What follows belongs to an exercise in optimizing a design on an open flow for small area, a short achievable clock period and few clock cycles per item; a production flow would make more cautious choices.
No functional check of the RTL was part of any run shown here.
No activity file was given, so power comes from the tool's default toggle rates.

--- flow/flow/run.sh ---
#!/bin/bash
set -euo pipefail
export BUFFER_PORTS_ARGS="-buffer_cell sky130_fd_sc_hd__buf_1"
export CTS_ARGS="-sink_clustering_enable -repair_clock_nets -buf_list {sky130_fd_sc_hd__clkbuf_4 sky130_fd_sc_hd__clkbuf_8} -dont_use_dummy_load"
bash standard.sh > standard.log 2>&1
--- flow/standard.sh ---
#!/bin/bash
# synth_recipe.tcl (not shown) runs the flow's synth.tcl, then flattens the netlist and writes it again
# the make line also repeats each setting of config.mk as NAME=value (left out here)
make -C /OpenROAD-flow-scripts/flow DESIGN_CONFIG=/design/flow/config.mk WORK_HOME=/design/flow/orfs CLKGATE_MAP_FILE= SYNTH_SCRIPT=/design/flow/synth_recipe.tcl "${@:-finish}"
--- flow/config.mk ---
export PLATFORM = sky130hd
export DESIGN_NAME = processor
export DESIGN_NICKNAME = processor
export VERILOG_FILES = /design/flow/design.v
export SDC_FILE = /design/flow/constraint.sdc
export NUM_CORES = 4
export LEC_CHECK = 0
export CAP_MARGIN = 20
export CORE_MARGIN = 2
export CORE_UTILIZATION = 55
export CTS_BUF_LIST = sky130_fd_sc_hd__clkbuf_4 sky130_fd_sc_hd__clkbuf_8
export SETUP_SLACK_MARGIN = 4.6
export SLEW_MARGIN = 20
export SYNTH_HIERARCHICAL = 1
export SYNTH_MINIMUM_KEEP_SIZE = 0
--- flow/constraint.sdc ---
create_clock -name core_clock -period 7.0 [get_ports {clock}]
set_input_delay 1.4000 -clock core_clock [delete_from_list [all_inputs] [get_ports {clock}]]
set_output_delay 1.4000 -clock core_clock [all_outputs]
set_load 0.01 [all_outputs]
--- flow/design.v ---
module addks(x, y, cin, sel, other, o);
	input [15:0] x, y;
	input cin;
	input sel;
	input [15:0] other;
	output [15:0] o;
	wire p0_0, g0_0;
	ks_p u_pg0 (.x(x[0]), .y(y[0]), .p(p0_0));
	ks_maj u_g0 (.x(x[0]), .y(y[0]), .c(cin), .g(g0_0));
	wire p0_1, g0_1;
	ks_pg u_pg1 (.x(x[1]), .y(y[1]), .p(p0_1), .g(g0_1));
	wire p0_2, g0_2;
	ks_pg u_pg2 (.x(x[2]), .y(y[2]), .p(p0_2), .g(g0_2));
	wire p0_3, g0_3;
	ks_pg u_pg3 (.x(x[3]), .y(y[3]), .p(p0_3), .g(g0_3));
	wire p0_4, g0_4;
	ks_pg u_pg4 (.x(x[4]), .y(y[4]), .p(p0_4), .g(g0_4));
	wire p0_5, g0_5;
	ks_pg u_pg5 (.x(x[5]), .y(y[5]), .p(p0_5), .g(g0_5));
	wire p0_6, g0_6;
	ks_pg u_pg6 (.x(x[6]), .y(y[6]), .p(p0_6), .g(g0_6));
	wire p0_7, g0_7;
	ks_pg u_pg7 (.x(x[7]), .y(y[7]), .p(p0_7), .g(g0_7));
	wire p0_8, g0_8;
	ks_pg u_pg8 (.x(x[8]), .y(y[8]), .p(p0_8), .g(g0_8));
	wire p0_9, g0_9;
	ks_pg u_pg9 (.x(x[9]), .y(y[9]), .p(p0_9), .g(g0_9));
	wire p0_10, g0_10;
	ks_pg u_pg10 (.x(x[10]), .y(y[10]), .p(p0_10), .g(g0_10));
	wire p0_11, g0_11;
	ks_pg u_pg11 (.x(x[11]), .y(y[11]), .p(p0_11), .g(g0_11));
	wire p0_12, g0_12;
	ks_pg u_pg12 (.x(x[12]), .y(y[12]), .p(p0_12), .g(g0_12));
	wire p0_13, g0_13;
	ks_pg u_pg13 (.x(x[13]), .y(y[13]), .p(p0_13), .g(g0_13));
	wire p0_14, g0_14;
	ks_pg u_pg14 (.x(x[14]), .y(y[14]), .p(p0_14), .g(g0_14));
	wire p0_15, g0_15;
	ks_pg u_pg15 (.x(x[15]), .y(y[15]), .p(p0_15), .g(g0_15));
	wire g1_1;
	ks_gcp u_1_1 (.gh(g0_1), .ph(p0_1), .gl(g0_0), .go(g1_1));
	wire g1_2, p1_2;
	ks_bcp u_1_2 (.gh(g0_2), .ph(p0_2), .gl(g0_1), .pl(p0_1), .go(g1_2), .po(p1_2));
	wire g1_3, p1_3;
	ks_bcp u_1_3 (.gh(g0_3), .ph(p0_3), .gl(g0_2), .pl(p0_2), .go(g1_3), .po(p1_3));
	wire g1_4, p1_4;
	ks_bcp u_1_4 (.gh(g0_4), .ph(p0_4), .gl(g0_3), .pl(p0_3), .go(g1_4), .po(p1_4));
	wire g1_5, p1_5;
	ks_bcp u_1_5 (.gh(g0_5), .ph(p0_5), .gl(g0_4), .pl(p0_4), .go(g1_5), .po(p1_5));
	wire g1_6, p1_6;
	ks_bcp u_1_6 (.gh(g0_6), .ph(p0_6), .gl(g0_5), .pl(p0_5), .go(g1_6), .po(p1_6));
	wire g1_7, p1_7;
	ks_bcp u_1_7 (.gh(g0_7), .ph(p0_7), .gl(g0_6), .pl(p0_6), .go(g1_7), .po(p1_7));
	wire g1_8, p1_8;
	ks_bcp u_1_8 (.gh(g0_8), .ph(p0_8), .gl(g0_7), .pl(p0_7), .go(g1_8), .po(p1_8));
	wire g1_9, p1_9;
	ks_bcp u_1_9 (.gh(g0_9), .ph(p0_9), .gl(g0_8), .pl(p0_8), .go(g1_9), .po(p1_9));
	wire g1_10, p1_10;
	ks_bcp u_1_10 (.gh(g0_10), .ph(p0_10), .gl(g0_9), .pl(p0_9), .go(g1_10), .po(p1_10));
	wire g1_11, p1_11;
	ks_bcp u_1_11 (.gh(g0_11), .ph(p0_11), .gl(g0_10), .pl(p0_10), .go(g1_11), .po(p1_11));
	wire g1_12, p1_12;
	ks_bcp u_1_12 (.gh(g0_12), .ph(p0_12), .gl(g0_11), .pl(p0_11), .go(g1_12), .po(p1_12));
	wire g1_13, p1_13;
	ks_bcp u_1_13 (.gh(g0_13), .ph(p0_13), .gl(g0_12), .pl(p0_12), .go(g1_13), .po(p1_13));
	wire g1_14, p1_14;
	ks_bcp u_1_14 (.gh(g0_14), .ph(p0_14), .gl(g0_13), .pl(p0_13), .go(g1_14), .po(p1_14));
	wire g1_15, p1_15;
	ks_bcp u_1_15 (.gh(g0_15), .ph(p0_15), .gl(g0_14), .pl(p0_14), .go(g1_15), .po(p1_15));
	wire inv1 = ~g0_0;
	wire g2_2;
	ks_gcn u_2_2 (.gh(g1_2), .ph(p1_2), .gl(inv1), .go(g2_2));
	wire g2_3;
	ks_gcn u_2_3 (.gh(g1_3), .ph(p1_3), .gl(g1_1), .go(g2_3));
	wire g2_4, p2_4;
	ks_bcn u_2_4 (.gh(g1_4), .ph(p1_4), .gl(g1_2), .pl(p1_2), .go(g2_4), .po(p2_4));
	wire g2_5, p2_5;
	ks_bcn u_2_5 (.gh(g1_5), .ph(p1_5), .gl(g1_3), .pl(p1_3), .go(g2_5), .po(p2_5));
	wire g2_6, p2_6;
	ks_bcn u_2_6 (.gh(g1_6), .ph(p1_6), .gl(g1_4), .pl(p1_4), .go(g2_6), .po(p2_6));
	wire g2_7, p2_7;
	ks_bcn u_2_7 (.gh(g1_7), .ph(p1_7), .gl(g1_5), .pl(p1_5), .go(g2_7), .po(p2_7));
	wire g2_8, p2_8;
	ks_bcn u_2_8 (.gh(g1_8), .ph(p1_8), .gl(g1_6), .pl(p1_6), .go(g2_8), .po(p2_8));
	wire g2_9, p2_9;
	ks_bcn u_2_9 (.gh(g1_9), .ph(p1_9), .gl(g1_7), .pl(p1_7), .go(g2_9), .po(p2_9));
	wire g2_10, p2_10;
	ks_bcn u_2_10 (.gh(g1_10), .ph(p1_10), .gl(g1_8), .pl(p1_8), .go(g2_10), .po(p2_10));
	wire g2_11, p2_11;
	ks_bcn u_2_11 (.gh(g1_11), .ph(p1_11), .gl(g1_9), .pl(p1_9), .go(g2_11), .po(p2_11));
	wire g2_12, p2_12;
	ks_bcn u_2_12 (.gh(g1_12), .ph(p1_12), .gl(g1_10), .pl(p1_10), .go(g2_12), .po(p2_12));
	wire g2_13, p2_13;
	ks_bcn u_2_13 (.gh(g1_13), .ph(p1_13), .gl(g1_11), .pl(p1_11), .go(g2_13), .po(p2_13));
	wire g2_14, p2_14;
	ks_bcn u_2_14 (.gh(g1_14), .ph(p1_14), .gl(g1_12), .pl(p1_12), .go(g2_14), .po(p2_14));
	wire g2_15, p2_15;
	ks_bcn u_2_15 (.gh(g1_15), .ph(p1_15), .gl(g1_13), .pl(p1_13), .go(g2_15), .po(p2_15));
	wire g3_4;
	ks_gcp u_3_4 (.gh(g2_4), .ph(p2_4), .gl(g0_0), .go(g3_4));
	wire inv2 = ~g1_1;
	wire g3_5;
	ks_gcp u_3_5 (.gh(g2_5), .ph(p2_5), .gl(inv2), .go(g3_5));
	wire g3_6;
	ks_gcp u_3_6 (.gh(g2_6), .ph(p2_6), .gl(g2_2), .go(g3_6));
	wire g3_7;
	ks_gcp u_3_7 (.gh(g2_7), .ph(p2_7), .gl(g2_3), .go(g3_7));
	wire g3_8, p3_8;
	ks_bcp u_3_8 (.gh(g2_8), .ph(p2_8), .gl(g2_4), .pl(p2_4), .go(g3_8), .po(p3_8));
	wire g3_9, p3_9;
	ks_bcp u_3_9 (.gh(g2_9), .ph(p2_9), .gl(g2_5), .pl(p2_5), .go(g3_9), .po(p3_9));
	wire g3_10, p3_10;
	ks_bcp u_3_10 (.gh(g2_10), .ph(p2_10), .gl(g2_6), .pl(p2_6), .go(g3_10), .po(p3_10));
	wire g3_11, p3_11;
	ks_bcp u_3_11 (.gh(g2_11), .ph(p2_11), .gl(g2_7), .pl(p2_7), .go(g3_11), .po(p3_11));
	wire g3_12, p3_12;
	ks_bcp u_3_12 (.gh(g2_12), .ph(p2_12), .gl(g2_8), .pl(p2_8), .go(g3_12), .po(p3_12));
	wire g3_13, p3_13;
	ks_bcp u_3_13 (.gh(g2_13), .ph(p2_13), .gl(g2_9), .pl(p2_9), .go(g3_13), .po(p3_13));
	wire g3_14, p3_14;
	ks_bcp u_3_14 (.gh(g2_14), .ph(p2_14), .gl(g2_10), .pl(p2_10), .go(g3_14), .po(p3_14));
	wire g3_15, p3_15;
	ks_bcp u_3_15 (.gh(g2_15), .ph(p2_15), .gl(g2_11), .pl(p2_11), .go(g3_15), .po(p3_15));
	wire inv3 = ~g0_0;
	wire g4_8;
	ks_gcn u_4_8 (.gh(g3_8), .ph(p3_8), .gl(inv3), .go(g4_8));
	wire g4_9;
	ks_gcn u_4_9 (.gh(g3_9), .ph(p3_9), .gl(g1_1), .go(g4_9));
	wire inv4 = ~g2_2;
	wire g4_10;
	ks_gcn u_4_10 (.gh(g3_10), .ph(p3_10), .gl(inv4), .go(g4_10));
	wire inv5 = ~g2_3;
	wire g4_11;
	ks_gcn u_4_11 (.gh(g3_11), .ph(p3_11), .gl(inv5), .go(g4_11));
	wire g4_12;
	ks_gcn u_4_12 (.gh(g3_12), .ph(p3_12), .gl(g3_4), .go(g4_12));
	wire g4_13;
	ks_gcn u_4_13 (.gh(g3_13), .ph(p3_13), .gl(g3_5), .go(g4_13));
	wire g4_14;
	ks_gcn u_4_14 (.gh(g3_14), .ph(p3_14), .gl(g3_6), .go(g4_14));
	wire g4_15;
	ks_gcn u_4_15 (.gh(g3_15), .ph(p3_15), .gl(g3_7), .go(g4_15));
	wire x0_0, x1_0;
	ks_pre u_pre0 (.p(p0_0), .sel(sel), .other(other[0]), .x0(x0_0), .x1(x1_0));
	ks_mux u_o0 (.c(cin), .x0(x0_0), .x1(x1_0), .o(o[0]));
	wire x0_1, x1_1;
	ks_pre u_pre1 (.p(p0_1), .sel(sel), .other(other[1]), .x0(x0_1), .x1(x1_1));
	ks_mux u_o1 (.c(g0_0), .x0(x0_1), .x1(x1_1), .o(o[1]));
	wire x0_2, x1_2;
	ks_pre u_pre2 (.p(p0_2), .sel(sel), .other(other[2]), .x0(x0_2), .x1(x1_2));
	ks_muxn u_o2 (.c(g1_1), .x0(x0_2), .x1(x1_2), .o(o[2]));
	wire x0_3, x1_3;
	ks_pre u_pre3 (.p(p0_3), .sel(sel), .other(other[3]), .x0(x0_3), .x1(x1_3));
	ks_mux u_o3 (.c(g2_2), .x0(x0_3), .x1(x1_3), .o(o[3]));
	wire x0_4, x1_4;
	ks_pre u_pre4 (.p(p0_4), .sel(sel), .other(other[4]), .x0(x0_4), .x1(x1_4));
	ks_mux u_o4 (.c(g2_3), .x0(x0_4), .x1(x1_4), .o(o[4]));
	wire x0_5, x1_5;
	ks_pre u_pre5 (.p(p0_5), .sel(sel), .other(other[5]), .x0(x0_5), .x1(x1_5));
	ks_muxn u_o5 (.c(g3_4), .x0(x0_5), .x1(x1_5), .o(o[5]));
	wire x0_6, x1_6;
	ks_pre u_pre6 (.p(p0_6), .sel(sel), .other(other[6]), .x0(x0_6), .x1(x1_6));
	ks_muxn u_o6 (.c(g3_5), .x0(x0_6), .x1(x1_6), .o(o[6]));
	wire x0_7, x1_7;
	ks_pre u_pre7 (.p(p0_7), .sel(sel), .other(other[7]), .x0(x0_7), .x1(x1_7));
	ks_muxn u_o7 (.c(g3_6), .x0(x0_7), .x1(x1_7), .o(o[7]));
	wire x0_8, x1_8;
	ks_pre u_pre8 (.p(p0_8), .sel(sel), .other(other[8]), .x0(x0_8), .x1(x1_8));
	ks_muxn u_o8 (.c(g3_7), .x0(x0_8), .x1(x1_8), .o(o[8]));
	wire x0_9, x1_9;
	ks_pre u_pre9 (.p(p0_9), .sel(sel), .other(other[9]), .x0(x0_9), .x1(x1_9));
	ks_mux u_o9 (.c(g4_8), .x0(x0_9), .x1(x1_9), .o(o[9]));
	wire x0_10, x1_10;
	ks_pre u_pre10 (.p(p0_10), .sel(sel), .other(other[10]), .x0(x0_10), .x1(x1_10));
	ks_mux u_o10 (.c(g4_9), .x0(x0_10), .x1(x1_10), .o(o[10]));
	wire x0_11, x1_11;
	ks_pre u_pre11 (.p(p0_11), .sel(sel), .other(other[11]), .x0(x0_11), .x1(x1_11));
	ks_mux u_o11 (.c(g4_10), .x0(x0_11), .x1(x1_11), .o(o[11]));
	wire x0_12, x1_12;
	ks_pre u_pre12 (.p(p0_12), .sel(sel), .other(other[12]), .x0(x0_12), .x1(x1_12));
	ks_mux u_o12 (.c(g4_11), .x0(x0_12), .x1(x1_12), .o(o[12]));
	wire x0_13, x1_13;
	ks_pre u_pre13 (.p(p0_13), .sel(sel), .other(other[13]), .x0(x0_13), .x1(x1_13));
	ks_mux u_o13 (.c(g4_12), .x0(x0_13), .x1(x1_13), .o(o[13]));
	wire x0_14, x1_14;
	ks_pre u_pre14 (.p(p0_14), .sel(sel), .other(other[14]), .x0(x0_14), .x1(x1_14));
	ks_mux u_o14 (.c(g4_13), .x0(x0_14), .x1(x1_14), .o(o[14]));
	wire x0_15, x1_15;
	ks_pre u_pre15 (.p(p0_15), .sel(sel), .other(other[15]), .x0(x0_15), .x1(x1_15));
	ks_mux u_o15 (.c(g4_14), .x0(x0_15), .x1(x1_15), .o(o[15]));
endmodule
module ks_pg(x, y, p, g);
	input x, y;
	output p, g;
	assign p = x ^ y;
	assign g = x & y;
endmodule
module ks_p(x, y, p);
	input x, y;
	output p;
	assign p = x ^ y;
endmodule
module ks_maj(x, y, c, g);
	input x, y, c;
	output g;
	assign g = (x & y) | (x & c) | (y & c);
endmodule
module ks_bcp(gh, ph, gl, pl, go, po);
	input gh, ph, gl, pl;
	output go, po;
	assign go = ~(gh | (ph & gl));
	assign po = ~(ph & pl);
endmodule
module ks_bcn(gh, ph, gl, pl, go, po);
	input gh, ph, gl, pl;    
	output go, po;
	assign go = ~(gh & (ph | gl));
	assign po = ~(ph | pl);
endmodule
module ks_gcp(gh, ph, gl, go);
	input gh, ph, gl;
	output go;
	assign go = ~(gh | (ph & gl));
endmodule
module ks_gcn(gh, ph, gl, go);
	input gh, ph, gl;        
	output go;
	assign go = ~(gh & (ph | gl));
endmodule
module ks_pre(p, sel, other, x0, x1);
	input p, sel, other;
	output x0, x1;
	assign x0 = sel ? p : other;
	assign x1 = x0 ^ sel;
endmodule
module ks_mux(c, x0, x1, o);
	input c, x0, x1;
	output o;
	assign o = c ? x1 : x0;
endmodule
module ks_muxn(c, x0, x1, o);
	input c;                 
	input x0, x1;
	output o;
	assign o = c ? x0 : x1;
endmodule
module pcnext(pc, foff, seq, pred);
	input [5:0] pc;          
	input [5:0] foff;        
	output [5:0] seq;        
	output [5:0] pred;       
	assign seq = pc + 6'd1;
	assign pred = pc + foff;
endmodule
module processor (clock, reset, instr, pc, bus, bus_valid, exit);
	input clock;
	input reset;             
	input [15:0] instr;      
	output reg [5:0] pc;     
	output [15:0] bus;
	output bus_valid;
	output exit;
	parameter ADD = 3'b000, SUB = 3'b001, NAN = 3'b010, HLT = 3'b011,
	          OUT = 3'b100, LDI = 3'b101, BNE = 3'b110, REP = 3'b111;
	reg [15:0] r0, r1, r2, r3, r4, r5, r6, r7;
	reg [2:0] op_r;
	reg [7:0] sa_r, sb_r;
	reg [9:0] lo_r;
	reg [5:0] alt_r;
	reg valid_r;
	reg [2:0] op_x;
	reg [7:0] sa_x;          
	reg [9:0] lo_x;
	reg [5:0] alt_x;
	reg valid_x;
	reg [15:0] A;            
	reg [15:0] B;            
	reg halted;              
	wire ex = valid_x & ~halted;
	wire [15:0] imm = {{6{lo_x[9]}}, lo_x};
	wire [5:0] off = lo_x[5:0];
	wire sub = (op_x == SUB);
	wire s_sum = ~reset & (op_x == ADD | op_x == SUB);
	wire s_nan = ~reset & (op_x == NAN);
	wire s_imm = ~reset & (op_x == LDI);
	wire s_rep = ~reset & (op_x == REP);
	wire [15:0] other = ({16{s_nan}} & ~(A & B)) | ({16{s_imm}} & imm) | ({16{s_rep}} & B);
	wire [15:0] wd;
	addks u_add (.x(A), .y(B ^ {16{sub}}), .cin(sub), .sel(s_sum), .other(other), .o(wd));
	wire wr = ex & (op_x == ADD | op_x == SUB | op_x == NAN | op_x == LDI | op_x == REP);
	wire [7:0] we = {8{reset}} | ({8{wr}} & sa_x);
	always @(posedge clock) begin
		if (we[0]) r0 <= wd;
		if (we[1]) r1 <= wd;
		if (we[2]) r2 <= wd;
		if (we[3]) r3 <= wd;
		if (we[4]) r4 <= wd;
		if (we[5]) r5 <= wd;
		if (we[6]) r6 <= wd;
		if (we[7]) r7 <= wd;
	end
	wire pred_x = (op_x == BNE) & off[5];
	wire taken = (A == 16'd0) & (off != 6'd0);
	wire redirect = ex & (op_x == BNE) & (taken != pred_x);
	wire [15:0] ra = ({16{sa_r[0]}} & r0) | ({16{sa_r[1]}} & r1) | ({16{sa_r[2]}} & r2) | ({16{sa_r[3]}} & r3) |
	                 ({16{sa_r[4]}} & r4) | ({16{sa_r[5]}} & r5) | ({16{sa_r[6]}} & r6) | ({16{sa_r[7]}} & r7);
	wire [15:0] rb = ({16{sb_r[0]}} & r0) | ({16{sb_r[1]}} & r1) | ({16{sb_r[2]}} & r2) | ({16{sb_r[3]}} & r3) |
	                 ({16{sb_r[4]}} & r4) | ({16{sb_r[5]}} & r5) | ({16{sb_r[6]}} & r6) | ({16{sb_r[7]}} & r7);
	wire fwa = wr & |(sa_x & sa_r);      
	wire fwb = wr & |(sa_x & sb_r);
	wire pred = (instr[15:13] == BNE) & instr[5];
	wire [5:0] pc_seq, pc_pred;
	pcnext u_pcnext (.pc(pc), .foff(instr[5:0]), .seq(pc_seq), .pred(pc_pred));
	always @(posedge clock) begin
		op_r <= instr[15:13];
		sa_r <= 8'd1 << instr[12:10];
		sb_r <= 8'd1 << instr[9:7];
		lo_r <= instr[9:0];
		alt_r <= pred ? pc_seq : pc_pred;
		op_x <= op_r;
		sa_x <= sa_r;
		lo_x <= lo_r;
		alt_x <= alt_r;
		A <= fwa ? wd : ra;
		B <= fwb ? wd : rb;
		if (reset) begin
			pc <= 6'd0;
			valid_r <= 1'b0;
			valid_x <= 1'b0;
			halted <= 1'b0;
		end else begin
			pc <= redirect ? alt_x : pred ? pc_pred : pc_seq;
			valid_r <= ~redirect;
			valid_x <= valid_r & ~redirect;
			if (ex & (op_x == HLT)) halted <= 1'b1;
		end
	end
	assign bus = A;
	assign bus_valid = ex & (op_x == OUT);
	assign exit = halted | (ex & (op_x == HLT));
endmodule
==> results of run 1 <==
Yosys stat by module (local to each module, per instance):
module,flops+latches,cell area [um^2]
ks_maj,0,11.26
ks_mux,0,15.01
addks,0,15.01
pcnext,0,259.0
ks_gcn,0,5.005
ks_pg,0,12.51
ks_p,0,8.758
processor,231,8645
ks_pre,0,23.77
ks_bcp,0,12.51
ks_bcn,0,12.51
ks_muxn,0,15.01
ks_gcp,0,8.758
cells in the mapped netlist (all sizes together) (9+ instances only):
cell / number
a21o: 11
a21oi: 73
a221o: 9
a221oi: 64
a22o: 64
a31oi: 32
buf: 13
clkbuf: 36
dfxtp: 103
edfxtp: 128
ha: 21
mux2: 38
nand2: 36
nor2: 65
o21ai: 21
xor2: 20
sequential cells by signal, indices dropped and copies added, names as in the netlist, 6 cells and up:
register and flops:
r7 16, r3 16, r4 16, r6 16
r0 16, lo_x 10, r1 16, lo_r 10
r5 16, sa_x 8, alt_r 6, sa_r 8
alt_x 6, sb_r 8, pc 6, B 16
A 16, r2 16
cells in the final DEF (no fill, tap or decap), types with 7 or more instances in the layout:
cell,instances
xor2_2,13
nor2_1,22
mux2_4,43
nor3b_1,7
buf_4,72
buf_6,40
a221oi_1,64
buf_1,14
a21oi_4,15
nor2_4,15
a221o_1,9
nand2_2,13
nand2_1,15
a21oi_2,42
a22o_1,64
a22oi_1,8
edfxtp_1,128
clkbuf_8,39
a21oi_1,16
o21ai_2,10
a31oi_1,31
nand2_4,8
nor2_2,28
dfxtp_4,21
dfxtp_1,77
o21ai_4,10
ha_4,18
kinds of logic after synthesis:
group	Yosys count	synth area share (%)
buf+inv	54	2.533
flops	231	57.77
xor+xnor	26	2.227
simple gates	141	6.768
mux	44	5.948
fa+ha+maj	23	2.876
compound gates	290	21.88
cell type report:
cell class / instances / area (um^2) / area share (%)
clock buffers: 39 / 536.8 / 4.005
repair buffers: 142 / 1266 / 9.448
inverters: 5 / 18.77 / 0.1400
flip-flops and latches: 231 / 5991 / 44.70
multi-input cells: 536 / 5303 / 39.57
well taps: 229 / 286.5 / 2.138
final timing paths:
check / from / endpoint / cells after the start
setup reg to reg: op_x[0] / A[15] / 12
hold / removal: op_r[2] / op_x[2] / 0
setup / recovery: op_x[2] / exit / 3
hold reg to reg: op_r[2] / op_x[2] / 0
layer usage:
metal  vias to the layer above  global-route usage (%)  share of wire [%]
met2                       611                   48.89                 47
met1                      4088                   40.91                 35
met4                         0                   13.24                6.7
met3                       161                   5.949                 11
met5                         -                       0                  0
li1                       3501                       -                  -
what timing repair did:
item | CTS | global route
resized for setup | 123 | 235
endpoints found under the setup margin | 312 | 252
pin swaps | 4 | 77
hold endpoints to repair | 0 | 0
buffers inserted | 35 | 50
gates cloned | 1 | 14
report_power, final:
group | leakage [uW] | switching, uW | total (uW) | internal, uW
Combinational | 0.00260 | 660 | 1210 | 554
Clock | 0.000280 | 472 | 963 | 491
Sequential | 0.00219 | 162 | 1840 | 1680
Total | 0.00507 | 1290 | 4020 | 2720
worst max-delay path, delay by kind of cell (launching register included):
family / cells / cell delay, ns
flops: 1 / 0.36
simple gates: 1 / 0.29
buf+inv: 1 / 0.13
compound gates: 1 / 0.12
stage by stage:
stage          cell area (um^2)  std cells
2_1_floorplan             10330        809
3_3_place_gp              10600       1043
3_5_place_dp              10600       1043
4_1_cts                   11750       1118
5_1_grt                   13400       1182
6_report                  13400       1182
==> Implementation_results.wiki, run 1 <==
{| class="wikitable"
! Metric !! Value
|-
| Slowest cell delay on critical path || 0.36 ns
|-
| Max Cap Violations || 0
|-
| Count of yosys warnings during synthesis || 7
|-
| Max Fanout on Critical Path || 5
|-
| Wire length of the first global-routing pass || 44940 um
|-
| Distinct cell type count of the synthesized netlist || 49
|-
| Mean post-synth cell area || roughly 13 um^2
|-
| Overall via count from detail_route || between 8000 and 9000
|-
| Crit path required time || 5.60 ns
|-
| Proportion of synthesized chip area in sequential cells || between 50% and 60%
|-
| Total power density per cell area || roughly 300 mW/mm^2
|-
| Core Region || between 0.015 and 0.02 mm^2
|-
| Place WS || ~2.8 ns
|-
| Skew-Pair Late Insertion Delay || approximately 0.54 ns
|-
| Detailed-router iteration count before antenna repair || 5
|-
| Number of buffers added on ports || just over 40
|-
| Unrepaired setup endpoints after global routing || yes
|-
| Register-to-register setup slack || about 4.2 ns
|-
| Die boundary height || 140.3 um
|-
| IO Count || 42
|-
| Total global routing overflow || 0
|-
| Vias in the first global route || about 7700
|-
| Post-route core utilization || ~74%
|-
| Worst path setup slack after routing || 4.161 ns
|-
| Peak ir drop on the vdd network || 0.1805 mV
|-
| Outcome || timing/DRC/antenna clean
|-
| Starting utilization of the core area || a little under three fifths
|-
| Clock root buffer master || clkbuf_8
|-
| Number of antenna violations at the first check in global routing || 0
|-
| Layout cell share with drive strength beyond 1 || a little under half
|-
| Total leakage power || just over 0.005 uW
|-
| Arrival time worst endpoint || 1.44 ns
|-
| Number of vias per cell after detailed routing || approximately 7.1
|-
| Fraction of synthesized cell area taken by the top area cell type || a little under two fifths
|-
| Max Slew Vio Count || 0
|-
| First-iteration detailed-routing DRC count || between 800 and 900
|-
| Pin count of the biggest net entering global routing || 49
|-
| Buffer depth of the longest clock path || 3
|-
| Biggest area consumer among synthesized cells || edfxtp_1
|-
| Number of nets in the synthesized netlist || around 850
|-
| Reg clk slew, reported paths || roughly 0.06 ns
|-
| Area enclosed by the die boundary || between 0.015 and 0.02 mm^2
|-
| Overall power of the completed layout || between 4000 and 5000 uW
|-
| # DRC || 0
|-
| FMAX || approximately 350 MHz
|-
| Post-layout net count || 995
|-
| Average wire length per cell after detail routing || ~30 um
|-
| Total Routing Usage GR || ~31%
|-
| Post-detailed-route count of antenna-violating nets || 0
|-
| Total CTS buffers || 39
|-
| Cell with the biggest individual delay on the critical path || dfxtp_4
|-
| Min cycle time layout || ~2.8 ns
|-
| Total count of hold-check failures in the final report || 0
|-
| Synthesis-to-finish area growth || 31.09%
|-
| Level count of the clock H-tree || 2
|-
| Type of the tightest min-delay check || flip-flop to flip-flop
|-
| WS Path Type || flip-flop to output pin
|-
| Number of sinks on the clock net || 231
|-
| Antenna diodes || 0
|-
| Final count of negative-setup-slack endpoints || 0
|-
| Die outline width || 140.3 um
|-
| Element type at the critical path end || output pin
|-
| Placer Congestion || 0.8642
|-
| Synthesized netlist cell count || roughly 800
|-
| Pin slew with the least headroom to its limit || roughly 1.3 ns
|-
| Flip-flop and latch count after synthesis || 231
|-
| Biggest area contributors in the synthesized netlist || edfxtp_1 (38%), dfxtp_1 (20%), a221oi_1 (5.5%)
|-
| Cells along the critical path || and3b_4 > a21o_1 > buf_2
|-
| Number of placement rows || 49
|-
| Share of async-settable or async-resettable flops after synthesis || 0%
|-
| Commonest register cell after synthesis || edfxtp_1
|-
| Clock tree from TritonCTS || yes
|-
| Fillers || between 1000 and 1500
|-
| Post-Syn Area || between 0.01 and 0.015 mm^2
|-
| Post-DP HPWL || around 18000 um
|-
| Startpoint types || flip-flop
|-
| Final setup skew || about 0.029 ns
|-
| Period Utilization, post-route || 40.55%
|-
| Total of hold buffers inserted after clock tree synthesis || 0
|-
| Number of enable-type register cells in the synthesized netlist || between 100 and 150
|-
| Worst slew slack as a fraction of its limit || about 15%
|-
| Setup tns final || 0 ns
|-
| Total length of routed wires || approximately 35000 um
|-
| Smallest hold slack || 0.3231 ns
|}
==> run 2: changes to the inputs <==
--- a/flow/design.v
+++ b/flow/design.v
@@ -278,2 +278,3 @@
 	reg halted;              
+	reg sub, k_sum, k_nan, k_imm, k_rep;     
 	wire ex = valid_x & ~halted;
@@ -281,7 +282,6 @@
 	wire [5:0] off = lo_x[5:0];
-	wire sub = (op_x == SUB);
-	wire s_sum = ~reset & (op_x == ADD | op_x == SUB);
-	wire s_nan = ~reset & (op_x == NAN);
-	wire s_imm = ~reset & (op_x == LDI);
-	wire s_rep = ~reset & (op_x == REP);
+	wire s_sum = ~reset & k_sum;
+	wire s_nan = ~reset & k_nan;
+	wire s_imm = ~reset & k_imm;
+	wire s_rep = ~reset & k_rep;
 	wire [15:0] other = ({16{s_nan}} & ~(A & B)) | ({16{s_imm}} & imm) | ({16{s_rep}} & B);
@@ -320,2 +320,7 @@
 		op_x <= op_r;
+		sub <= (op_r == SUB);
+		k_sum <= (op_r == ADD | op_r == SUB);
+		k_nan <= (op_r == NAN);
+		k_imm <= (op_r == LDI);
+		k_rep <= (op_r == REP);
 		sa_x <= sa_r;
==> flow/flow/run.sh (replaced) <==
#!/bin/bash
# Standard layout (the standard.sh, unchanged synthesis and steps), with
# one change: the buffers placed on the ports are sky130_fd_sc_hd__buf_1
# instead of the default cell the port-buffering step picks.
# The make output goes to standard.log; each ORFS step keeps its own log
# under orfs/logs/.
set -euo pipefail
export BUFFER_PORTS_ARGS="-buffer_cell sky130_fd_sc_hd__buf_1"
bash standard.sh > standard.log 2>&1
--- a/flow/config.mk
+++ b/flow/config.mk
@@ -11,3 +11,3 @@
 export CTS_BUF_LIST = sky130_fd_sc_hd__clkbuf_4 sky130_fd_sc_hd__clkbuf_8
-export SETUP_SLACK_MARGIN = 4.6
+export SETUP_SLACK_MARGIN = 4.5
 export SLEW_MARGIN = 20
==> Implementation_results.wiki, run 2 <==
{| class="wikitable"
! Metric !! Value
|-
| Outcome || timing/DRC/antenna clean
|-
| Buffer depth of the longest clock path || 3
|-
| Number of enable-type register cells in the synthesized netlist || 128
|-
| Total global routing overflow || 0
|-
| Crit path required time || between 5 and 6 ns
|-
| Number of buffers added on ports || 41
|-
| Fillers || around 1300
|-
| Mean post-synth cell area || ~13 um^2
|-
| IO Count || 42
|-
| Worst path setup slack after routing || 4.151 ns
|-
| Placer Congestion || roughly 0.84
|-
| Post-detailed-route count of antenna-violating nets || 0
|-
| Flip-flop and latch count after synthesis || approximately 240
|-
| Beginning of the critical path || op_x[0]
|-
| Element type at the critical path end || output pin
|-
| Total leakage power || about 0.0052 uW
|-
| Level count of the clock H-tree || 2
|-
| First-iteration detailed-routing DRC count || 858
|-
| Detailed-router iteration count before antenna repair || 5
|-
| Clock root buffer master || clkbuf_8
|-
| Worst Reg-to-Reg Cells || 11
|-
| Total length of routed wires || between 30000 and 40000 um
|-
| Fraction of synthesized cell area taken by the top area cell type || between 30% and 40%
|-
| Leading cell type by number of instances after synthesis || a22oi_1
|-
| Layout cell share with drive strength beyond 1 || 43.92%
|-
| Synthesized netlist cell count || between 800 and 900
|-
| Total Routing Usage GR || 33.68%
|-
| Final count of negative-setup-slack endpoints || 0
|-
| Number of sinks on the clock net || between 200 and 250
|-
| Period Utilization, post-route || 40.71%
|-
| Pin count of the biggest net entering global routing || 25
|-
| Vias in the first global route || 8176
|-
| Average wire length per cell after detail routing || 29.47 um
|-
| Setup tns final || 0 ns
|-
| Die outline width || around 140 um
|-
| Total power density per cell area || approximately 320 mW/mm^2
|-
| Worst flop-to-flop path startpoint || sub
|-
| Max Slew Vio Count || 0
|-
| Worst setup path endpoint || bus_valid
|-
| Max Cap Violations || 0
|-
| Biggest area contributors in the synthesized netlist || edfxtp_1 (37%), dfxtp_1 (21%), a22oi_1 (9.8%)
|-
| Number of antenna violations at the first check in global routing || 0
|-
| Max Fanout on Critical Path || 2
|-
| Register-to-register setup slack || ~4.4 ns
|-
| Pin slew with the least headroom to its limit || 1.155 ns
|-
| Count of yosys warnings during synthesis || 7
|-
| Antenna diodes || 0
|-
| Place WS || about 3.3 ns
|-
| Min cycle time layout || 2.849 ns
|-
| Total count of hold-check failures in the final report || 0
|-
| FMAX || ~350 MHz
|-
| Core Region || 0.01858 mm^2
|-
| Total CTS buffers || 39
|-
| Startpoint types || flip-flop
|-
| Reg clk slew, reported paths || ~0.060 ns
|-
| Unrepaired setup endpoints after global routing || yes
|-
| Most frequent cells in the layout || a22oi_1 (136), edfxtp_1 (128), dfxtp_1 (79)
|-
| Type of the tightest min-delay check || flip-flop to flip-flop
|-
| WS Path Type || flip-flop to output pin
|-
| Overall power of the completed layout || approximately 4300 uW
|-
| Total of hold buffers inserted after clock tree synthesis || 0
|-
| Worst slew slack as a fraction of its limit || between 20% and 30%
|-
| Biggest area consumer among synthesized cells || edfxtp_1
|-
| Post-Syn Area || about 0.010 mm^2
|-
| # DRC || 0
|-
| Post-DP HPWL || between 15000 and 20000 um
|-
| Wire length of the first global-routing pass || 49400 um
|-
| Peak ir drop on the vdd network || roughly 0.20 mV
|-
| Distinct cell type count of the synthesized netlist || 46
|-
| Commonest register cell after synthesis || edfxtp_1
|-
| Top cell types by occurrence after synthesis || a22oi_1 (136), edfxtp_1 (128), dfxtp_1 (108), a21oi_1 (47), clkbuf_1 (41)
|-
| Synthesis-to-finish area growth || 29.56%
|-
| Arrival time worst endpoint || 1.45 ns
|-
| Post-layout net count || 990
|-
| Smallest hold slack || between 0.3 and 0.4 ns
|-
| Final setup skew || approximately 0.042 ns
|-
| RR Endpoint || r3[12]
|-
| Area enclosed by the die boundary || ~0.02 mm^2
|-
| Overall via count from detail_route || about 8400
|-
| Proportion of synthesized chip area in sequential cells || about 58%
|-
| Number of vias per cell after detailed routing || 6.916
|-
| Number of placement rows || 50
|-
| Clock tree from TritonCTS || yes
|-
| Starting utilization of the core area || a little under three fifths
|-
| Share of async-settable or async-resettable flops after synthesis || 0%
|-
| Skew-Pair Late Insertion Delay || 0.56 ns
|-
| Post-route core utilization || approximately 72%
|-
| Most frequent standard cell in the layout excluding fill and tap cells || a22oi_1
|-
| Number of nets in the synthesized netlist || between 800 and 900
|-
| Die boundary height || 141.4 um
|}
run 2: cell count changes after synthesis, moves of 31 or more:
cell	previous run	this run
a22o_1	64	0
nor2_1	65	34
a221oi_1	64	0
mux2_2	6	38
a22oi_1	8	136
a31oi_1	32	0
nand4_1	4	36
run 2: worst min path at each step:
| stage | from | end | slack (ns) | cells after the start |
|---|---|---|---|---|
| detailed placement | lo_r[1] | lo_x[1] | 0.31 | 0 |
| CTS | lo_r[6] | lo_x[6] | 0.32 | 0 |
| global placement | lo_r[6] | lo_x[6] | 0.31 | 0 |
| global route | lo_r[6] | lo_x[6] | 0.33 | 0 |
| floorplan | alt_r[0] | alt_x[0] | 0.31 | 0 |
| finish | lo_r[9] | lo_x[9] | 0.33 | 0 |
run 2: kinds of logic (layout without fill, tap and decap cells):
logic type,count (synthesis),count (layout),synth area share (%)
xor gates and xnor gates,26,26,2.195
buffers and inverters,51,203,2.014
adders and majority gates,23,23,2.834
and+or+nand+nor,144,146,7.548
AOI/OAI and AO/OA,258,258,18.20
DFF,236,236,57.88
muxes,76,87,9.333
run 2: routing by layer:
layer | wire length, um | up-vias | GRT usage [%]
met4 | 2191 | 0 | 16.53
met1 | 13380 | 4171 | 43.38
li1 | - | 3508 | -
met2 | 16450 | 571 | 53.91
met3 | 3724 | 139 | 7.897
met5 | 0 | - | 0
run 2: report_power, final:
group	internal, uW	switching (uW)
clock network	741	542
logic	509	592
registers	1700	170
run 2: timing repair:
| action | 4_1_cts | 5_1_grt |
|---|---|---|
| gates resized for setup | 132 | 104 |
| pin swaps | 17 | 40 |
| setup buffers | 37 | 36 |
| cloned | 11 | 6 |
| setup endpoints to repair | 184 | 144 |
run 2: Yosys stat by module (local to each module, per instance):
module / cells inside / times used
ks_pg: 1 / 15
ks_muxn: 1 / 5
processor: 624 / 1
ks_maj: 1 / 1
pcnext: 29 / 1
ks_gcn: 1 / 9
ks_bcp: 2 / 20
addks: 4 / 1
ks_pre: 3 / 16
ks_p: 1 / 1
ks_gcp: 1 / 5
ks_bcn: 2 / 11
ks_mux: 1 / 11
run 2: metrics by stage:
step           instance area, um^2  instances
4_1_cts                      12570       1171
2_1_floorplan                10470        814
5_1_grt                      13440       1213
3_3_place_gp                 10780       1053
3_5_place_dp                 10780       1053
6_report                     13440       1213
run 2: worst max-delay path: stages, from the launching register on:
cell and delay (ns):
dfxtp_2 0.34, and4bb_2 0.25, and2b_2 0.20, buf_6 0.12
run 2: final cells by class:
class / count / area [um^2] / share of cell area [%]
timing repair buffer: 128 / 1199 / 8.917
sequential: 236 / 6085 / 45.26
clock buffer: 60 / 732.0 / 5.445
tap: 234 / 292.8 / 2.178
multi-input combinational: 540 / 5012 / 37.29
clock inverter: 10 / 103.9 / 0.7725
inverter: 5 / 18.77 / 0.1396

## afterwards: timing with drivers on the ports
No port has a modelled driver above. Below, the same layouts with a new extraction and two added sets of constraints. Step 1, drivers: a clkbuf_16 drives clock and a buf_2 each remaining input, both assumed. Step 2 times the ports against the registers' clock, not the clock port: input delays grow and output delays shrink by t, the midpoint of the rising clock arrivals with the driver on. Slacks: ideal / step 1 / step 2; pairs: ideal / step 1.
run | t (ns) | slack for setup (ns) | worst register clock-pin slew, ns
run 1 | 0.560 | 4.161 / 4.122 / 3.586 | 0.06 / 0.06
run 2 | 0.575 | 4.151 / 4.110 / 3.752 | 0.07 / 0.07
After both steps every run listed still meets setup and hold. The setup slack of run 1, which loses most, moves by -0.039 ns with the drivers and by -0.575 ns with both steps.
